What follows belongs to an exercise in optimizing a design on an open flow for small area, a short achievable clock period and few clock cycles; a production flow would make more cautious choices.
In this exercise RTL edits were held to simulation tests only and were not proved equivalent to the original.
In this run the design's own scripts or RTL, not TritonCTS, make the clock network.
No driver is modelled on the clock port, so clock power and skew are understated where the tree is cut down; a real chip needs a root buffer or a tree.
No activity file was given, so power comes from the tool's default toggle rates.

==> flow/design.v <==
`timescale 1ns / 1ns
module systol_new1(read_select, result, finish, start, read_data, clk, rst, we, ws);
input start, clk, rst;
input [7:0] read_data;
output [13:0] read_select;
output [7:0] result;
output finish;
output we;
output [13:0] ws;
localparam H  = 6;                
localparam D  = H + 2;            
localparam NS = 48 / H;           
localparam L  = 2 * D + 1;        
localparam [11:0] OFF_ROW0 = -12'd150;                        
localparam [11:0] OFF_ROW49 = 12'd50 * (D - 5) - 12'd1;       
localparam [11:0] OFF_SAME = -12'd201;                        
localparam [11:0] OFF_NEXT = 12'd50 * (D - 4) - 12'd2;        
localparam [11:0] OFF_XS = -12'd52;                           
localparam [11:0] OFF_SAME49 = -12'd201 + 12'd50 - 12'd50 * H;  
localparam [11:0] K_ROW = 12'd50;                             
localparam [11:0] K_COL = -12'd50 * (D - 1) + 12'd1;          
localparam [11:0] K_STRIP = -12'd99;                          
reg busy;
reg [2:0] k;                      
reg [5:0] c;                      
reg [2:0] s;                      
reg [11:0] ra;                    
reg [7:0] sr [0:L-1];
reg [9:0] h0, h1;
reg [11:0] u;
reg [7:0] result_r;
reg [11:0] ws_r;
reg we_r, finish_r;
reg last_k;                       
reg strip_end;                    
reg fin_q;                        
wire fin = fin_q;
wire [11:0] kra = !last_k ? K_ROW : strip_end ? K_STRIP : K_COL;
	wire ar_p0 = ra[0] ^ kra[0];
	wire ar_g0 = ra[0] & kra[0];
	wire ar_p1 = ra[1] ^ kra[1];
	wire ar_g1 = ra[1] & kra[1];
	wire ar_p2 = ra[2] ^ kra[2];
	wire ar_g2 = ra[2] & kra[2];
	wire ar_p3 = ra[3] ^ kra[3];
	wire ar_g3 = ra[3] & kra[3];
	wire ar_p4 = ra[4] ^ kra[4];
	wire ar_g4 = ra[4] & kra[4];
	wire ar_p5 = ra[5] ^ kra[5];
	wire ar_g5 = ra[5] & kra[5];
	wire ar_p6 = ra[6] ^ kra[6];
	wire ar_g6 = ra[6] & kra[6];
	wire ar_p7 = ra[7] ^ kra[7];
	wire ar_g7 = ra[7] & kra[7];
	wire ar_p8 = ra[8] ^ kra[8];
	wire ar_g8 = ra[8] & kra[8];
	wire ar_p9 = ra[9] ^ kra[9];
	wire ar_g9 = ra[9] & kra[9];
	wire ar_p10 = ra[10] ^ kra[10];
	wire ar_g10 = ra[10] & kra[10];
	wire ar_p11 = ra[11] ^ kra[11];
	wire ar_g11 = ra[11] & kra[11];
	wire ar_G0 = ar_g1 | (ar_p1 & ar_g0);
	wire ar_P0 = ar_p1 & ar_p0;
	wire ar_G1 = ar_g2 | (ar_p2 & ar_g1);
	wire ar_P1 = ar_p2 & ar_p1;
	wire ar_G2 = ar_g3 | (ar_p3 & ar_g2);
	wire ar_P2 = ar_p3 & ar_p2;
	wire ar_G3 = ar_g4 | (ar_p4 & ar_g3);
	wire ar_P3 = ar_p4 & ar_p3;
	wire ar_G4 = ar_g5 | (ar_p5 & ar_g4);
	wire ar_P4 = ar_p5 & ar_p4;
	wire ar_G5 = ar_g6 | (ar_p6 & ar_g5);
	wire ar_P5 = ar_p6 & ar_p5;
	wire ar_G6 = ar_g7 | (ar_p7 & ar_g6);
	wire ar_P6 = ar_p7 & ar_p6;
	wire ar_G7 = ar_g8 | (ar_p8 & ar_g7);
	wire ar_P7 = ar_p8 & ar_p7;
	wire ar_G8 = ar_g9 | (ar_p9 & ar_g8);
	wire ar_P8 = ar_p9 & ar_p8;
	wire ar_G9 = ar_g10 | (ar_p10 & ar_g9);
	wire ar_P9 = ar_p10 & ar_p9;
	wire ar_G10 = ar_g11 | (ar_p11 & ar_g10);
	wire ar_P10 = ar_p11 & ar_p10;
	wire ar_G11 = ar_G1 | (ar_P1 & ar_g0);
	wire ar_P11 = ar_P1 & ar_p0;
	wire ar_G12 = ar_G2 | (ar_P2 & ar_G0);
	wire ar_P12 = ar_P2 & ar_P0;
	wire ar_G13 = ar_G3 | (ar_P3 & ar_G1);
	wire ar_P13 = ar_P3 & ar_P1;
	wire ar_G14 = ar_G4 | (ar_P4 & ar_G2);
	wire ar_P14 = ar_P4 & ar_P2;
	wire ar_G15 = ar_G5 | (ar_P5 & ar_G3);
	wire ar_P15 = ar_P5 & ar_P3;
	wire ar_G16 = ar_G6 | (ar_P6 & ar_G4);
	wire ar_P16 = ar_P6 & ar_P4;
	wire ar_G17 = ar_G7 | (ar_P7 & ar_G5);
	wire ar_P17 = ar_P7 & ar_P5;
	wire ar_G18 = ar_G8 | (ar_P8 & ar_G6);
	wire ar_P18 = ar_P8 & ar_P6;
	wire ar_G19 = ar_G9 | (ar_P9 & ar_G7);
	wire ar_P19 = ar_P9 & ar_P7;
	wire ar_G20 = ar_G10 | (ar_P10 & ar_G8);
	wire ar_P20 = ar_P10 & ar_P8;
	wire ar_G21 = ar_G13 | (ar_P13 & ar_g0);
	wire ar_P21 = ar_P13 & ar_p0;
	wire ar_G22 = ar_G14 | (ar_P14 & ar_G0);
	wire ar_P22 = ar_P14 & ar_P0;
	wire ar_G23 = ar_G15 | (ar_P15 & ar_G11);
	wire ar_P23 = ar_P15 & ar_P11;
	wire ar_G24 = ar_G16 | (ar_P16 & ar_G12);
	wire ar_P24 = ar_P16 & ar_P12;
	wire ar_G25 = ar_G17 | (ar_P17 & ar_G13);
	wire ar_P25 = ar_P17 & ar_P13;
	wire ar_G26 = ar_G18 | (ar_P18 & ar_G14);
	wire ar_P26 = ar_P18 & ar_P14;
	wire ar_G27 = ar_G19 | (ar_P19 & ar_G15);
	wire ar_P27 = ar_P19 & ar_P15;
	wire ar_G28 = ar_G20 | (ar_P20 & ar_G16);
	wire ar_P28 = ar_P20 & ar_P16;
	wire ar_G29 = ar_G25 | (ar_P25 & ar_g0);
	wire ar_P29 = ar_P25 & ar_p0;
	wire ar_G30 = ar_G26 | (ar_P26 & ar_G0);
	wire ar_P30 = ar_P26 & ar_P0;
	wire ar_G31 = ar_G27 | (ar_P27 & ar_G11);
	wire ar_P31 = ar_P27 & ar_P11;
	wire ar_G32 = ar_G28 | (ar_P28 & ar_G12);
	wire ar_P32 = ar_P28 & ar_P12;
	wire [11:0] ra_sum;
	assign ra_sum[0] = ar_p0;
	assign ra_sum[1] = ar_p1 ^ ar_g0;
	assign ra_sum[2] = ar_p2 ^ ar_G0;
	assign ra_sum[3] = ar_p3 ^ ar_G11;
	assign ra_sum[4] = ar_p4 ^ ar_G12;
	assign ra_sum[5] = ar_p5 ^ ar_G21;
	assign ra_sum[6] = ar_p6 ^ ar_G22;
	assign ra_sum[7] = ar_p7 ^ ar_G23;
	assign ra_sum[8] = ar_p8 ^ ar_G24;
	assign ra_sum[9] = ar_p9 ^ ar_G29;
	assign ra_sum[10] = ar_p10 ^ ar_G30;
	assign ra_sum[11] = ar_p11 ^ ar_G31;
wire run = (busy || start) && !fin;
wire [2:0] k_adv = last_k ? 3'd0 : k + 1'b1;
wire [5:0] c_adv = !last_k ? c : strip_end ? 6'd0 : c + 1'b1;
wire [2:0] s_adv = strip_end ? s + 1'b1 : s;
wire busy_nx = run;
wire [2:0] k_nx = run ? k_adv : 3'd0;
wire [5:0] c_nx = run ? c_adv : 6'd0;
wire [2:0] s_nx = run ? s_adv : 3'd0;
wire [11:0] ra_nx = run ? ra_sum : 12'd0;
always @(posedge clk)
begin
	if (rst)
	begin
		busy <= 0;
		k <= 0;
		c <= 0;
		s <= 0;
		ra <= 0;
	end
	else
	begin
		busy <= busy_nx;
		k <= k_nx;
		c <= c_nx;
		s <= s_nx;
		ra <= ra_nx;
	end
end
wire same_col = (k_adv >= 3'd5);
wire nc0 = (c_adv == 6'd0);
wire nc1 = (c_adv == 6'd1);
wire ns0 = (s_adv == 3'd0);
wire cx0  = same_col ? nc0 : nc1;
wire cx1  = same_col ? nc1 : (c_adv == 6'd2);
wire cx50 = same_col ? (c_adv == 6'd50) : (c_adv == 6'd51);
wire slot_a = (k_adv == 3'd3);
wire slot_b = (k_adv == 3'd4);
wire wr_a = slot_a && ns0 && (c_adv <= 6'd49);
wire wr_b = slot_b && (s_adv == NS - 1) && !nc0 && (c_adv <= 6'd50);
wire wr_i = !slot_a && !slot_b && (same_col ? !(nc0 && ns0) : !(ns0 && (nc0 || nc1)));
reg wen_q;
reg [1:0] rsel_q;                 
reg [2:0] osel_q;
always @(posedge clk)
begin
	if (rst)
	begin
		wen_q <= 0;
		fin_q <= 0;
		last_k <= 0;
		strip_end <= 0;
	end
	else
	begin
		wen_q <= busy && !fin && (wr_a || wr_b || wr_i);
		fin_q <= busy && !fin && (k_adv == 3'd2) && (c_adv == 6'd51);
		last_k <= run && (k_adv == D - 1);
		strip_end <= run && (k_adv == D - 1) && (c_adv == 6'd49) && (s_adv != NS - 1);
	end
	rsel_q <= slot_a ? 2'd1 : slot_b ? 2'd2 : (cx0 | cx1 | cx50) ? 2'd3 : 2'd0;
	osel_q <= slot_a ? 3'd0 : slot_b ? 3'd1 :
	          same_col ? (cx0 ? 3'd2 : 3'd3) :
	          nc0 ? 3'd4 : cx0 ? 3'd4 : 3'd5;
end
reg [11:0] off;
always @*
	case (osel_q)
	3'd0: off = OFF_ROW0;
	3'd1: off = OFF_ROW49;
	3'd2: off = OFF_SAME49;
	3'd3: off = OFF_SAME;
	3'd4: off = OFF_XS;
	default: off = OFF_NEXT;
	endcase
	wire aw_p0 = ra[0] ^ off[0];
	wire aw_g0 = ra[0] & off[0];
	wire aw_p1 = ra[1] ^ off[1];
	wire aw_g1 = ra[1] & off[1];
	wire aw_p2 = ra[2] ^ off[2];
	wire aw_g2 = ra[2] & off[2];
	wire aw_p3 = ra[3] ^ off[3];
	wire aw_g3 = ra[3] & off[3];
	wire aw_p4 = ra[4] ^ off[4];
	wire aw_g4 = ra[4] & off[4];
	wire aw_p5 = ra[5] ^ off[5];
	wire aw_g5 = ra[5] & off[5];
	wire aw_p6 = ra[6] ^ off[6];
	wire aw_g6 = ra[6] & off[6];
	wire aw_p7 = ra[7] ^ off[7];
	wire aw_g7 = ra[7] & off[7];
	wire aw_p8 = ra[8] ^ off[8];
	wire aw_g8 = ra[8] & off[8];
	wire aw_p9 = ra[9] ^ off[9];
	wire aw_g9 = ra[9] & off[9];
	wire aw_p10 = ra[10] ^ off[10];
	wire aw_g10 = ra[10] & off[10];
	wire aw_p11 = ra[11] ^ off[11];
	wire aw_g11 = ra[11] & off[11];
	wire aw_G0 = aw_g1 | (aw_p1 & aw_g0);
	wire aw_P0 = aw_p1 & aw_p0;
	wire aw_G1 = aw_g2 | (aw_p2 & aw_g1);
	wire aw_P1 = aw_p2 & aw_p1;
	wire aw_G2 = aw_g3 | (aw_p3 & aw_g2);
	wire aw_P2 = aw_p3 & aw_p2;
	wire aw_G3 = aw_g4 | (aw_p4 & aw_g3);
	wire aw_P3 = aw_p4 & aw_p3;
	wire aw_G4 = aw_g5 | (aw_p5 & aw_g4);
	wire aw_P4 = aw_p5 & aw_p4;
	wire aw_G5 = aw_g6 | (aw_p6 & aw_g5);
	wire aw_P5 = aw_p6 & aw_p5;
	wire aw_G6 = aw_g7 | (aw_p7 & aw_g6);
	wire aw_P6 = aw_p7 & aw_p6;
	wire aw_G7 = aw_g8 | (aw_p8 & aw_g7);
	wire aw_P7 = aw_p8 & aw_p7;
	wire aw_G8 = aw_g9 | (aw_p9 & aw_g8);
	wire aw_P8 = aw_p9 & aw_p8;
	wire aw_G9 = aw_g10 | (aw_p10 & aw_g9);
	wire aw_P9 = aw_p10 & aw_p9;
	wire aw_G10 = aw_g11 | (aw_p11 & aw_g10);
	wire aw_P10 = aw_p11 & aw_p10;
	wire aw_G11 = aw_G1 | (aw_P1 & aw_g0);
	wire aw_P11 = aw_P1 & aw_p0;
	wire aw_G12 = aw_G2 | (aw_P2 & aw_G0);
	wire aw_P12 = aw_P2 & aw_P0;
	wire aw_G13 = aw_G3 | (aw_P3 & aw_G1);
	wire aw_P13 = aw_P3 & aw_P1;
	wire aw_G14 = aw_G4 | (aw_P4 & aw_G2);
	wire aw_P14 = aw_P4 & aw_P2;
	wire aw_G15 = aw_G5 | (aw_P5 & aw_G3);
	wire aw_P15 = aw_P5 & aw_P3;
	wire aw_G16 = aw_G6 | (aw_P6 & aw_G4);
	wire aw_P16 = aw_P6 & aw_P4;
	wire aw_G17 = aw_G7 | (aw_P7 & aw_G5);
	wire aw_P17 = aw_P7 & aw_P5;
	wire aw_G18 = aw_G8 | (aw_P8 & aw_G6);
	wire aw_P18 = aw_P8 & aw_P6;
	wire aw_G19 = aw_G9 | (aw_P9 & aw_G7);
	wire aw_P19 = aw_P9 & aw_P7;
	wire aw_G20 = aw_G10 | (aw_P10 & aw_G8);
	wire aw_P20 = aw_P10 & aw_P8;
	wire aw_G21 = aw_G13 | (aw_P13 & aw_g0);
	wire aw_P21 = aw_P13 & aw_p0;
	wire aw_G22 = aw_G14 | (aw_P14 & aw_G0);
	wire aw_P22 = aw_P14 & aw_P0;
	wire aw_G23 = aw_G15 | (aw_P15 & aw_G11);
	wire aw_P23 = aw_P15 & aw_P11;
	wire aw_G24 = aw_G16 | (aw_P16 & aw_G12);
	wire aw_P24 = aw_P16 & aw_P12;
	wire aw_G25 = aw_G17 | (aw_P17 & aw_G13);
	wire aw_P25 = aw_P17 & aw_P13;
	wire aw_G26 = aw_G18 | (aw_P18 & aw_G14);
	wire aw_P26 = aw_P18 & aw_P14;
	wire aw_G27 = aw_G19 | (aw_P19 & aw_G15);
	wire aw_P27 = aw_P19 & aw_P15;
	wire aw_G28 = aw_G20 | (aw_P20 & aw_G16);
	wire aw_P28 = aw_P20 & aw_P16;
	wire aw_G29 = aw_G25 | (aw_P25 & aw_g0);
	wire aw_P29 = aw_P25 & aw_p0;
	wire aw_G30 = aw_G26 | (aw_P26 & aw_G0);
	wire aw_P30 = aw_P26 & aw_P0;
	wire aw_G31 = aw_G27 | (aw_P27 & aw_G11);
	wire aw_P31 = aw_P27 & aw_P11;
	wire aw_G32 = aw_G28 | (aw_P28 & aw_G12);
	wire aw_P32 = aw_P28 & aw_P12;
	wire [11:0] ws_sum;
	assign ws_sum[0] = aw_p0;
	assign ws_sum[1] = aw_p1 ^ aw_g0;
	assign ws_sum[2] = aw_p2 ^ aw_G0;
	assign ws_sum[3] = aw_p3 ^ aw_G11;
	assign ws_sum[4] = aw_p4 ^ aw_G12;
	assign ws_sum[5] = aw_p5 ^ aw_G21;
	assign ws_sum[6] = aw_p6 ^ aw_G22;
	assign ws_sum[7] = aw_p7 ^ aw_G23;
	assign ws_sum[8] = aw_p8 ^ aw_G24;
	assign ws_sum[9] = aw_p9 ^ aw_G29;
	assign ws_sum[10] = aw_p10 ^ aw_G30;
	assign ws_sum[11] = aw_p11 ^ aw_G31;
wire [7:0] hp = sr[0];
wire [7:0] hq = sr[D];
wire [7:0] hr = sr[2*D];
wire [8:0] hs = {hq[7], hp[7:1] ^ hq[6:0] ^ hr[7:1], hp[0] ^ hr[0]};
wire [7:0] hc = {(hp[7:1] & hq[6:0]) | (hp[7:1] & hr[7:1]) | (hq[6:0] & hr[7:1]), hp[0] & hr[0]};
	wire ah_p0 = hs[0] ^ 1'b0;
	wire ah_g0 = hs[0] & 1'b0;
	wire ah_p1 = hs[1] ^ hc[0];
	wire ah_g1 = hs[1] & hc[0];
	wire ah_p2 = hs[2] ^ hc[1];
	wire ah_g2 = hs[2] & hc[1];
	wire ah_p3 = hs[3] ^ hc[2];
	wire ah_g3 = hs[3] & hc[2];
	wire ah_p4 = hs[4] ^ hc[3];
	wire ah_g4 = hs[4] & hc[3];
	wire ah_p5 = hs[5] ^ hc[4];
	wire ah_g5 = hs[5] & hc[4];
	wire ah_p6 = hs[6] ^ hc[5];
	wire ah_g6 = hs[6] & hc[5];
	wire ah_p7 = hs[7] ^ hc[6];
	wire ah_g7 = hs[7] & hc[6];
	wire ah_p8 = hs[8] ^ hc[7];
	wire ah_g8 = hs[8] & hc[7];
	wire ah_p9 = 1'b0 ^ 1'b0;
	wire ah_g9 = 1'b0 & 1'b0;
	wire ah_G0 = ah_g1 | (ah_p1 & ah_g0);
	wire ah_P0 = ah_p1 & ah_p0;
	wire ah_G1 = ah_g3 | (ah_p3 & ah_g2);
	wire ah_P1 = ah_p3 & ah_p2;
	wire ah_G2 = ah_g5 | (ah_p5 & ah_g4);
	wire ah_P2 = ah_p5 & ah_p4;
	wire ah_G3 = ah_g7 | (ah_p7 & ah_g6);
	wire ah_P3 = ah_p7 & ah_p6;
	wire ah_G4 = ah_g9 | (ah_p9 & ah_g8);
	wire ah_P4 = ah_p9 & ah_p8;
	wire ah_G5 = ah_G1 | (ah_P1 & ah_G0);
	wire ah_P5 = ah_P1 & ah_P0;
	wire ah_G6 = ah_G3 | (ah_P3 & ah_G2);
	wire ah_P6 = ah_P3 & ah_P2;
	wire ah_G7 = ah_G6 | (ah_P6 & ah_G5);
	wire ah_P7 = ah_P6 & ah_P5;
	wire ah_G8 = ah_G2 | (ah_P2 & ah_G5);
	wire ah_P8 = ah_P2 & ah_P5;
	wire ah_G9 = ah_G4 | (ah_P4 & ah_G7);
	wire ah_P9 = ah_P4 & ah_P7;
	wire ah_G10 = ah_g2 | (ah_p2 & ah_G0);
	wire ah_P10 = ah_p2 & ah_P0;
	wire ah_G11 = ah_g4 | (ah_p4 & ah_G5);
	wire ah_P11 = ah_p4 & ah_P5;
	wire ah_G12 = ah_g6 | (ah_p6 & ah_G8);
	wire ah_P12 = ah_p6 & ah_P8;
	wire ah_G13 = ah_g8 | (ah_p8 & ah_G7);
	wire ah_P13 = ah_p8 & ah_P7;
	wire [9:0] h_sum;
	assign h_sum[0] = ah_p0;
	assign h_sum[1] = ah_p1 ^ ah_g0;
	assign h_sum[2] = ah_p2 ^ ah_G0;
	assign h_sum[3] = ah_p3 ^ ah_G10;
	assign h_sum[4] = ah_p4 ^ ah_G5;
	assign h_sum[5] = ah_p5 ^ ah_G11;
	assign h_sum[6] = ah_p6 ^ ah_G8;
	assign h_sum[7] = ah_p7 ^ ah_G12;
	assign h_sum[8] = ah_p8 ^ ah_G7;
	assign h_sum[9] = ah_p9 ^ ah_G13;
	wire au_p0 = h1[0] ^ 1'b0;
	wire au_g0 = h1[0] & 1'b0;
	wire au_p1 = h1[1] ^ h0[0];
	wire au_g1 = h1[1] & h0[0];
	wire au_p2 = h1[2] ^ h0[1];
	wire au_g2 = h1[2] & h0[1];
	wire au_p3 = h1[3] ^ h0[2];
	wire au_g3 = h1[3] & h0[2];
	wire au_p4 = h1[4] ^ h0[3];
	wire au_g4 = h1[4] & h0[3];
	wire au_p5 = h1[5] ^ h0[4];
	wire au_g5 = h1[5] & h0[4];
	wire au_p6 = h1[6] ^ h0[5];
	wire au_g6 = h1[6] & h0[5];
	wire au_p7 = h1[7] ^ h0[6];
	wire au_g7 = h1[7] & h0[6];
	wire au_p8 = h1[8] ^ h0[7];
	wire au_g8 = h1[8] & h0[7];
	wire au_p9 = h1[9] ^ h0[8];
	wire au_g9 = h1[9] & h0[8];
	wire au_p10 = 1'b0 ^ h0[9];
	wire au_g10 = 1'b0 & h0[9];
	wire au_p11 = 1'b0 ^ 1'b0;
	wire au_g11 = 1'b0 & 1'b0;
	wire au_G0 = au_g1 | (au_p1 & au_g0);
	wire au_P0 = au_p1 & au_p0;
	wire au_G1 = au_g3 | (au_p3 & au_g2);
	wire au_P1 = au_p3 & au_p2;
	wire au_G2 = au_g5 | (au_p5 & au_g4);
	wire au_P2 = au_p5 & au_p4;
	wire au_G3 = au_g7 | (au_p7 & au_g6);
	wire au_P3 = au_p7 & au_p6;
	wire au_G4 = au_g9 | (au_p9 & au_g8);
	wire au_P4 = au_p9 & au_p8;
	wire au_G5 = au_g11 | (au_p11 & au_g10);
	wire au_P5 = au_p11 & au_p10;
	wire au_G6 = au_G1 | (au_P1 & au_G0);
	wire au_P6 = au_P1 & au_P0;
	wire au_G7 = au_G3 | (au_P3 & au_G2);
	wire au_P7 = au_P3 & au_P2;
	wire au_G8 = au_G5 | (au_P5 & au_G4);
	wire au_P8 = au_P5 & au_P4;
	wire au_G9 = au_G7 | (au_P7 & au_G6);
	wire au_P9 = au_P7 & au_P6;
	wire au_G10 = au_G8 | (au_P8 & au_G9);
	wire au_P10 = au_P8 & au_P9;
	wire au_G11 = au_G2 | (au_P2 & au_G6);
	wire au_P11 = au_P2 & au_P6;
	wire au_G12 = au_G4 | (au_P4 & au_G9);
	wire au_P12 = au_P4 & au_P9;
	wire au_G13 = au_g2 | (au_p2 & au_G0);
	wire au_P13 = au_p2 & au_P0;
	wire au_G14 = au_g4 | (au_p4 & au_G6);
	wire au_P14 = au_p4 & au_P6;
	wire au_G15 = au_g6 | (au_p6 & au_G11);
	wire au_P15 = au_p6 & au_P11;
	wire au_G16 = au_g8 | (au_p8 & au_G9);
	wire au_P16 = au_p8 & au_P9;
	wire au_G17 = au_g10 | (au_p10 & au_G12);
	wire au_P17 = au_p10 & au_P12;
	wire [11:0] u_sum;
	assign u_sum[0] = au_p0;
	assign u_sum[1] = au_p1 ^ au_g0;
	assign u_sum[2] = au_p2 ^ au_G0;
	assign u_sum[3] = au_p3 ^ au_G13;
	assign u_sum[4] = au_p4 ^ au_G6;
	assign u_sum[5] = au_p5 ^ au_G14;
	assign u_sum[6] = au_p6 ^ au_G11;
	assign u_sum[7] = au_p7 ^ au_G15;
	assign u_sum[8] = au_p8 ^ au_G9;
	assign u_sum[9] = au_p9 ^ au_G16;
	assign u_sum[10] = au_p10 ^ au_G12;
	assign u_sum[11] = au_p11 ^ au_G17;
	wire av_p0 = u[0] ^ h0[0];
	wire av_g0 = u[0] & h0[0];
	wire av_p1 = u[1] ^ h0[1];
	wire av_g1 = u[1] & h0[1];
	wire av_p2 = u[2] ^ h0[2];
	wire av_g2 = u[2] & h0[2];
	wire av_p3 = u[3] ^ h0[3];
	wire av_g3 = u[3] & h0[3];
	wire av_p4 = u[4] ^ h0[4];
	wire av_g4 = u[4] & h0[4];
	wire av_p5 = u[5] ^ h0[5];
	wire av_g5 = u[5] & h0[5];
	wire av_p6 = u[6] ^ h0[6];
	wire av_g6 = u[6] & h0[6];
	wire av_p7 = u[7] ^ h0[7];
	wire av_g7 = u[7] & h0[7];
	wire av_p8 = u[8] ^ h0[8];
	wire av_g8 = u[8] & h0[8];
	wire av_p9 = u[9] ^ h0[9];
	wire av_g9 = u[9] & h0[9];
	wire av_p10 = u[10] ^ 1'b0;
	wire av_g10 = u[10] & 1'b0;
	wire av_p11 = u[11] ^ 1'b0;
	wire av_g11 = u[11] & 1'b0;
	wire av_G0 = av_g1 | (av_p1 & av_g0);
	wire av_P0 = av_p1 & av_p0;
	wire av_G1 = av_g3 | (av_p3 & av_g2);
	wire av_P1 = av_p3 & av_p2;
	wire av_G2 = av_g5 | (av_p5 & av_g4);
	wire av_P2 = av_p5 & av_p4;
	wire av_G3 = av_g7 | (av_p7 & av_g6);
	wire av_P3 = av_p7 & av_p6;
	wire av_G4 = av_g9 | (av_p9 & av_g8);
	wire av_P4 = av_p9 & av_p8;
	wire av_G5 = av_g11 | (av_p11 & av_g10);
	wire av_P5 = av_p11 & av_p10;
	wire av_G6 = av_G1 | (av_P1 & av_G0);
	wire av_P6 = av_P1 & av_P0;
	wire av_G7 = av_G3 | (av_P3 & av_G2);
	wire av_P7 = av_P3 & av_P2;
	wire av_G8 = av_G5 | (av_P5 & av_G4);
	wire av_P8 = av_P5 & av_P4;
	wire av_G9 = av_G7 | (av_P7 & av_G6);
	wire av_P9 = av_P7 & av_P6;
	wire av_G10 = av_G8 | (av_P8 & av_G9);
	wire av_P10 = av_P8 & av_P9;
	wire av_G11 = av_G2 | (av_P2 & av_G6);
	wire av_P11 = av_P2 & av_P6;
	wire av_G12 = av_G4 | (av_P4 & av_G9);
	wire av_P12 = av_P4 & av_P9;
	wire av_G13 = av_g2 | (av_p2 & av_G0);
	wire av_P13 = av_p2 & av_P0;
	wire av_G14 = av_g4 | (av_p4 & av_G6);
	wire av_P14 = av_p4 & av_P6;
	wire av_G15 = av_g6 | (av_p6 & av_G11);
	wire av_P15 = av_p6 & av_P11;
	wire av_G16 = av_g8 | (av_p8 & av_G9);
	wire av_P16 = av_p8 & av_P9;
	wire av_G17 = av_g10 | (av_p10 & av_G12);
	wire av_P17 = av_p10 & av_P12;
	wire [11:0] vsum;
	assign vsum[0] = av_p0;
	assign vsum[1] = av_p1 ^ av_g0;
	assign vsum[2] = av_p2 ^ av_G0;
	assign vsum[3] = av_p3 ^ av_G13;
	assign vsum[4] = av_p4 ^ av_G6;
	assign vsum[5] = av_p5 ^ av_G14;
	assign vsum[6] = av_p6 ^ av_G11;
	assign vsum[7] = av_p7 ^ av_G15;
	assign vsum[8] = av_p8 ^ av_G9;
	assign vsum[9] = av_p9 ^ av_G16;
	assign vsum[10] = av_p10 ^ av_G12;
	assign vsum[11] = av_p11 ^ av_G17;
wire [7:0] pix = (rsel_q == 2'd1) ? sr[1] : (rsel_q == 2'd2) ? sr[3] : sr[D+2];
integer i;
always @(posedge clk)
begin
	sr[0] <= read_data;
	for (i = 1; i < L; i = i + 1)
		sr[i] <= sr[i-1];
	h0 <= h_sum;
	h1 <= h0;
	u <= u_sum;
end
always @(posedge clk)
begin
	if (rst)
	begin
		we_r <= 0;
		finish_r <= 0;
	end
	else
	begin
		we_r <= wen_q;
		finish_r <= fin_q;
	end
	ws_r <= ws_sum;
	result_r <= (rsel_q == 2'd0) ? vsum[11:4] : pix;
end
assign read_select = {2'b00, ra};
assign result = result_r;
assign ws = {2'b00, ws_r};
assign we = we_r;
assign finish = finish_r;
endmodule
==> flow/flow/run.sh <==
#!/bin/bash
# Layout flow: the standard flow (standard synthesis unchanged), with
#  - port buffers made from buf_1 cells instead of the default delay buffers,
#  - the clock tree rebuilt after CTS (flow/manual_cts.tcl, run as ORFS's
#    POST_CTS_TCL hook) as two balanced levels: the clock port drives four
#    clkbuf_16, each driving three clkbuf_8 leaf buffers, each driving a
#    compact group of flip-flops.
# Each tool's full output stays in the ORFS logs folder; the make output is
# kept in flow_make.log here.
set -euo pipefail
bash standard.sh \
  "BUFFER_PORTS_ARGS=-buffer_cell sky130_fd_sc_hd__buf_1" \
  "CTS_ARGS=-sink_clustering_enable -repair_clock_nets -buf_list sky130_fd_sc_hd__clkbuf_16 -sink_clustering_size 28 -sink_clustering_max_diameter 300 -dont_use_dummy_load" \
  "POST_CTS_TCL=$(pwd)/flow/manual_cts.tcl" \
  finish > flow_make.log 2>&1
==> flow/flow/manual_cts.tcl <==
# Two-level clock tree: the clock port drives NTOP clkbuf_16 buffers; each
# drives the leaf clkbuf buffers of its region; each leaf buffer drives a
# compact group of flip-flops.  Groups come from balanced k-means on the
# flip-flop positions; buffers sit at their group's centroid.
proc kmeans_groups { pts nb } {
  # pts: list of {id x y}; returns list of groups (lists of indices) and centres
  set n [llength $pts]
  set xs {}; set ys {}
  foreach s $pts { lappend xs [lindex $s 1]; lappend ys [lindex $s 2] }
  set xs [lsort -integer $xs]; set ys [lsort -integer $ys]
  set g [expr {int(ceil(sqrt($nb)))}]
  set gy [expr {int(ceil(double($nb) / $g))}]
  set cx {}; set cy {}
  for {set i 0} {$i < $nb} {incr i} {
    set ix [expr {$i % $g}]; set iy [expr {$i / $g}]
    lappend cx [lindex $xs [expr {int(($ix + 0.5) * $n / $g)}]]
    lappend cy [lindex $ys [expr {min($n - 1, int(($iy + 0.5) * $n / $gy))}]]
  }
  set cap [expr {int(ceil(double($n) / $nb))}]
  for {set round 0} {$round < 12} {incr round} {
    set pairs {}
    for {set i 0} {$i < $n} {incr i} {
      set s [lindex $pts $i]
      for {set c 0} {$c < $nb} {incr c} {
        set d [expr {abs([lindex $s 1] - [lindex $cx $c]) + abs([lindex $s 2] - [lindex $cy $c])}]
        lappend pairs [list $d $i $c]
      }
    }
    set pairs [lsort -integer -index 0 $pairs]
    array unset asg; array unset cnt
    for {set c 0} {$c < $nb} {incr c} { set cnt($c) 0; set sx($c) 0; set sy($c) 0 }
    foreach p $pairs {
      lassign $p d i c
      if {[info exists asg($i)] || $cnt($c) >= $cap} continue
      set asg($i) $c; incr cnt($c)
    }
    for {set i 0} {$i < $n} {incr i} {
      set c $asg($i); set s [lindex $pts $i]
      set sx($c) [expr {$sx($c) + [lindex $s 1]}]; set sy($c) [expr {$sy($c) + [lindex $s 2]}]
    }
    set ncx {}; set ncy {}
    for {set c 0} {$c < $nb} {incr c} {
      lappend ncx [expr {$cnt($c) ? $sx($c) / $cnt($c) : [lindex $cx $c]}]
      lappend ncy [expr {$cnt($c) ? $sy($c) / $cnt($c) : [lindex $cy $c]}]
    }
    set cx $ncx; set cy $ncy
  }
  set groups {}
  for {set c 0} {$c < $nb} {incr c} { set grp($c) {} }
  for {set i 0} {$i < $n} {incr i} { lappend grp($asg($i)) $i }
  for {set c 0} {$c < $nb} {incr c} { lappend groups [list $grp($c) [lindex $cx $c] [lindex $cy $c]] }
  return $groups
}

proc add_buf { block master name in_net x y } {
  set inst [odb::dbInst_create $block $master $name]
  set net [odb::dbNet_create $block "${name}_net"]
  $net setSigType CLOCK
  [$inst findITerm A] connect $in_net
  [$inst findITerm X] connect $net
  $inst setLocation [expr {int($x)}] [expr {int($y)}]
  $inst setPlacementStatus PLACED
  return $net
}

proc manual_clock_tree2 { ntop nleaf leafcell } {
  set block [ord::get_db_block]
  set clk_net [$block findNet clk]
  set topm [[ord::get_db] findMaster sky130_fd_sc_hd__clkbuf_16]
  set leafm [[ord::get_db] findMaster $leafcell]
  set pts {}
  set its {}
  set i 0
  foreach it [$clk_net getITerms] {
    lassign [[$it getInst] getLocation] x y
    lappend pts [list $i $x $y]; lappend its $it; incr i
  }
  # leaf groups
  set leaves [kmeans_groups $pts $nleaf]
  set lpts {}
  set li 0
  foreach l $leaves { lappend lpts [list $li [lindex $l 1] [lindex $l 2]]; incr li }
  set tops [kmeans_groups $lpts $ntop]
  set ti 0
  foreach t $tops {
    lassign $t members tx ty
    set tnet [add_buf $block $topm "clkbuf_top_$ti" $clk_net $tx $ty]
    foreach m $members {
      lassign [lindex $leaves $m] sinks lx ly
      set lnet [add_buf $block $leafm "clkbuf_leaf_$m" $tnet $lx $ly]
      foreach s $sinks {
        set it [lindex $its $s]
        $it disconnect
        $it connect $lnet
      }
      puts "manual clock tree: top $ti leaf $m drives [llength $sinks] sinks"
    }
    incr ti
  }
}

# ---- replace the tree clock_tree_synthesis built ----
proc rebuild_clock_tree { ntop nleaf leafcell } {
  set block [ord::get_db_block]
  set clk_net [$block findNet clk]
  # walk the clock network from the port, collecting buffers and sinks
  set bufs {}
  set sinks {}
  set todo [list $clk_net]
  while {[llength $todo]} {
    set net [lindex $todo 0]; set todo [lrange $todo 1 end]
    foreach it [$net getITerms] {
      if {![$it isInputSignal]} continue
      set inst [$it getInst]
      set m [[$inst getMaster] getName]
      if {[string match "sky130_fd_sc_hd__clkbuf_*" $m]} {
        lappend bufs $inst
        lappend todo [[$inst findITerm X] getNet]
      } else {
        lappend sinks $it
      }
    }
  }
  puts "rebuild_clock_tree: removing [llength $bufs] clock buffers, [llength $sinks] sinks"
  foreach it $sinks { $it disconnect; $it connect $clk_net }
  foreach inst $bufs {
    set onet [[$inst findITerm X] getNet]
    odb::dbInst_destroy $inst
    if {$onet ne "NULL" && $onet ne ""} { odb::dbNet_destroy $onet }
  }
  manual_clock_tree2 $ntop $nleaf $leafcell
}
rebuild_clock_tree 4 12 sky130_fd_sc_hd__clkbuf_8
detailed_placement
check_placement -verbose
estimate_parasitics -placement
report_clock_skew
==> flow/standard.sh <==
#!/bin/bash
# synth_recipe.tcl (not shown) runs the flow's synth.tcl, then flattens the netlist and writes it again
# the make line also repeats each setting of config.mk as NAME=value (left out here)
make -C /OpenROAD-flow-scripts/flow DESIGN_CONFIG=/design/flow/config.mk WORK_HOME=/design/flow/orfs CLKGATE_MAP_FILE= SYNTH_SCRIPT=/design/flow/synth_recipe.tcl "${@:-finish}"
==> flow/config.mk <==
export PLATFORM = sky130hd
export DESIGN_NAME = systol_new1
export DESIGN_NICKNAME = systol_new1
export VERILOG_FILES = /design/flow/design.v
export SDC_FILE = /design/flow/constraint.sdc
export NUM_CORES = 4
export LEC_CHECK = 0
export CAP_MARGIN = 20
export CORE_MARGIN = 2
export CORE_UTILIZATION = 40
export SETUP_SLACK_MARGIN = 4.7
export SLEW_MARGIN = 20
==> flow/constraint.sdc <==
create_clock -name core_clock -period 7.0 [get_ports {clk}]
set_input_delay 1.4000 -clock core_clock [delete_from_list [all_inputs] [get_ports {clk}]]
set_output_delay 1.4000 -clock core_clock [all_outputs]
set_load 0.01 [all_outputs]
==> notes.md <==
Post-Place Cell Area 7958 µm²; worst-margin pin slew 653.8 ps; delay of the slowest cell on the worst path 550 ps; synthesis-stage register bit count 224; CP arrival 2690 ps; Detail Placement HPWL 9293 µm; layout filler cell count 1614; kind of end point of the critical path flip-flop; most used flip-flop cell after synthesis sky130_fd_sc_hd__dfxtp_1; share of flip-flops with an asynchronous set or reset after synthesis 0%; starting density of the core 40.38%; Remaining Overflow, GRT 0; total negative slack 0 ps; wire length of the first global-routing pass 22020 µm; Inserted Diodes 0; final core utilization 48.17%; DR WL met2 6857 µm; most common cell in the synthesized netlist sky130_fd_sc_hd__dfxtp_1; GRT Total Usage 13.83%; cell class contributing the biggest share of worst-path delay adder cells; final weighted congestion in routability-driven placement 0.8083; LEAKAGE 3.784 nW; initial drt markers 208; Sinks on Clock Net 224; area grow syn2layout 19.30%; Fin. Hold Viols 0; most frequent cell on the critical path sky130_fd_sc_hd__a21o_1; power density over the cells 332.2 nW/µm²; finished layout cell area 8950 µm²; Cell Chain, Critical Path fa_1 -> ha_1 -> a21o_1 -> a21oi_2 -> o21bai_1 -> a21o_1 -> nand3_2 -> nand2_2 -> fa_2; outcome no timing/DRC/antenna violations; worst vdd rail ir drop 0.1405 mV; number of antenna violations at the first check in global routing 0; cell types with the highest counts after synthesis sky130_fd_sc_hd__dfxtp_1, sky130_fd_sc_hd__ha_1, sky130_fd_sc_hd__nor2_1; Routed Wire Length 13750 µm; max-slew violations 0; residual antenna-violating net count after detailed routing 0; Critical Path Source Type flip-flop; total of warnings raised by yosys 2; RSZ-0062 raised after global routing yes; overall die area 19870 µm²; portion of synthesized cell area occupied by the leading cell type 59.77%; number of standard cells in the final layout excluding fillers 923; largest net degree at the start of global routing 22; Placed Instances 874; combined buffer and inverter count along the critical path 0; crit path max fanout 2; biggest area consumer among synthesized cells sky130_fd_sc_hd__dfxtp_1; DR vias 4478; register area share after synthesis 59.77%; wire per inst 14.89 µm; horizontal die dimension 141.0 µm; floorplan core area 18580 µm²; cell types with the largest area share after synthesis sky130_fd_sc_hd__dfxtp_1, sky130_fd_sc_hd__ha_1, sky130_fd_sc_hd__fa_1; gate count of the mapped netlist 606; number of remaining DRC errors 0; final clock period utilization by the worst path 34.96%; wire length on met1 6205 µm; worst clock skew on the final layout 22.97 ps; Crit Path Category reg2reg; WL met3 480 µm; Rel. slew slack 56.35%; data required time of the worst path 7240 ps; IO buf count 44; timing-limited maximum frequency 408.6 MHz; Rows 50; nets 774; ratio of cells with drive above 1 in the final layout 26.56%; overall die height 141.0 µm; endpoints failing setup 0; routed via count divided by cell count 4.852; topmost layer with routed signal wires met4; min setup slack post-route 4553 ps; Skew-Pair Late Insertion Delay 300 ps; Post-synth EDFFs 0; clock period minus worst slack 2447 ps; distinct cell type count of the synthesized netlist 53; netlist area before placement 7502 µm²; post-placement worst setup slack 4089 ps; Detailed Routing Iterations Pass 1 4; Critical Path Slowest Stage Cell sky130_fd_sc_hd__fa_1; via count of the first global-routing pass 4501; mean area per synthesized cell 12.38 µm²; max capacitance violation total 0; num ports 49; Clock transition at path regs 110 ps; Hold Crit Class reg2reg
through the flow:
step	hold WS (ps)	total power, mW
global route	337.0	3.169
detailed placement	312.1	2.273
floorplan	309.6	2.072
global placement	309.7	2.241
finish	322.4	2.973
power breakdown:
part / internal, mW / total [mW] / switching, mW
Sequential: 1.45 / 1.56 / 0.104
Combinational: 0.437 / 0.813 / 0.376
Clock: 0.258 / 0.602 / 0.344
Total: 2.15 / 2.97 / 0.824
worst register-to-register path, cell delays in order, from the launching register on:
cell and delay (ps):
sky130_fd_sc_hd__dfxtp_2 330, sky130_fd_sc_hd__fa_1 550, sky130_fd_sc_hd__ha_1 230, sky130_fd_sc_hd__a21o_1 170, sky130_fd_sc_hd__a21oi_2 190, sky130_fd_sc_hd__o21bai_1 80, sky130_fd_sc_hd__a21o_1 220, sky130_fd_sc_hd__nand3_2 90
sky130_fd_sc_hd__nand2_2 50, sky130_fd_sc_hd__fa_2 510
cell type report:
type | instances | area (µm²) | area share, %
repair buffers | 76 | 585.6 | 6.543
inverters | 30 | 115.1 | 1.286
flip-flops and latches | 224 | 4547 | 50.80
plain buffers | 16 | 265.3 | 2.964
multi-input cells | 343 | 3144 | 35.13
well taps | 234 | 292.8 | 3.271
path summary, 6_finish.rpt:
kind,start,to,slack [ps],depth (start not counted)
worst min-delay path,sr[7][2],sr[8][2],320,0
worst max-delay path,sr[16][2],h0[8],4550,9
worst min register to register,sr[7][2],sr[8][2],320,0
worst max register to register,sr[16][2],h0[8],4550,9
per-layer routing:
layer  track usage, %  vias to the layer above
met5                0                        -
met4            4.737                        0
met3            2.819                       14
met2            23.85                       65
met1            17.35                     2163
li1                 -                     2236
sequential cells by signal, summed over array words and instances (netlist names), 6 cells and up:
| signal | cells |
|---|---|
| ws_r | 12 |
| h0 | 10 |
| ra | 12 |
| result_r | 8 |
| c | 6 |
| u | 12 |
| sr | 136 |
| h1 | 10 |
cells in the final DEF (no fill, tap or decap), drive strengths merged, types with 5 or more instances in the layout:
master	n
o21ai	20
nand2	18
nor3	20
and2	6
fa	20
mux4	8
nor2b	7
xor2	18
inv	30
and3	5
nand3	9
nor4	7
xnor2	17
buf	76
or2	5
clkbuf	16
nor2	35
dfxtp	224
a21o	13
a21oi	23
ha	52
cell families after synthesis:
family | Yosys count | synth area share (%)
flip-flops | 224 | 59.77
AND/OR/NAND/NOR | 130 | 8.906
AO/OA/AOI/OAI | 92 | 8.055
adder cells (fa/ha/maj) | 72 | 14.01
buffers and inverters | 43 | 2.568
XOR/XNOR | 35 | 4.086
multiplexers | 9 | 2.552
other | 1 | 0.04999
Testbench counts, summed over its fixed seeds: cycles 77,088.

## afterwards: timing with drivers on the ports
Ports are ideal in the flow. The routed layout listed here was re-timed in OpenROAD.
Step 1 (the two cells are an assumption about what drives the block):
set clk [get_ports {clk}]
set_driving_cell -lib_cell sky130_fd_sc_hd__clkbuf_16 $clk
set_driving_cell -lib_cell sky130_fd_sc_hd__buf_2 [delete_from_list [all_inputs] $clk]
Step 2 also shifts input and output timing later by t, the mid clock arrival at the registers, as if the neighbouring blocks saw the same clock.
Slacks: ideal ports / drivers / drivers and shift; pairs: ideal ports / drivers.
t, ns: 0.384
setup WS [ns]: 4.553 / 4.553 / 4.395
worst hold slack (ns): 0.322 / 0.322 / 0.322
clock arrival spread, ns: 0.029 / 0.029
worst data-port slew with drivers (ns): 0.05
After both steps setup and hold are still met in this run. For this run, drivers alone change the setup slack by 0.000 ns; drivers and shift together by -0.158 ns.
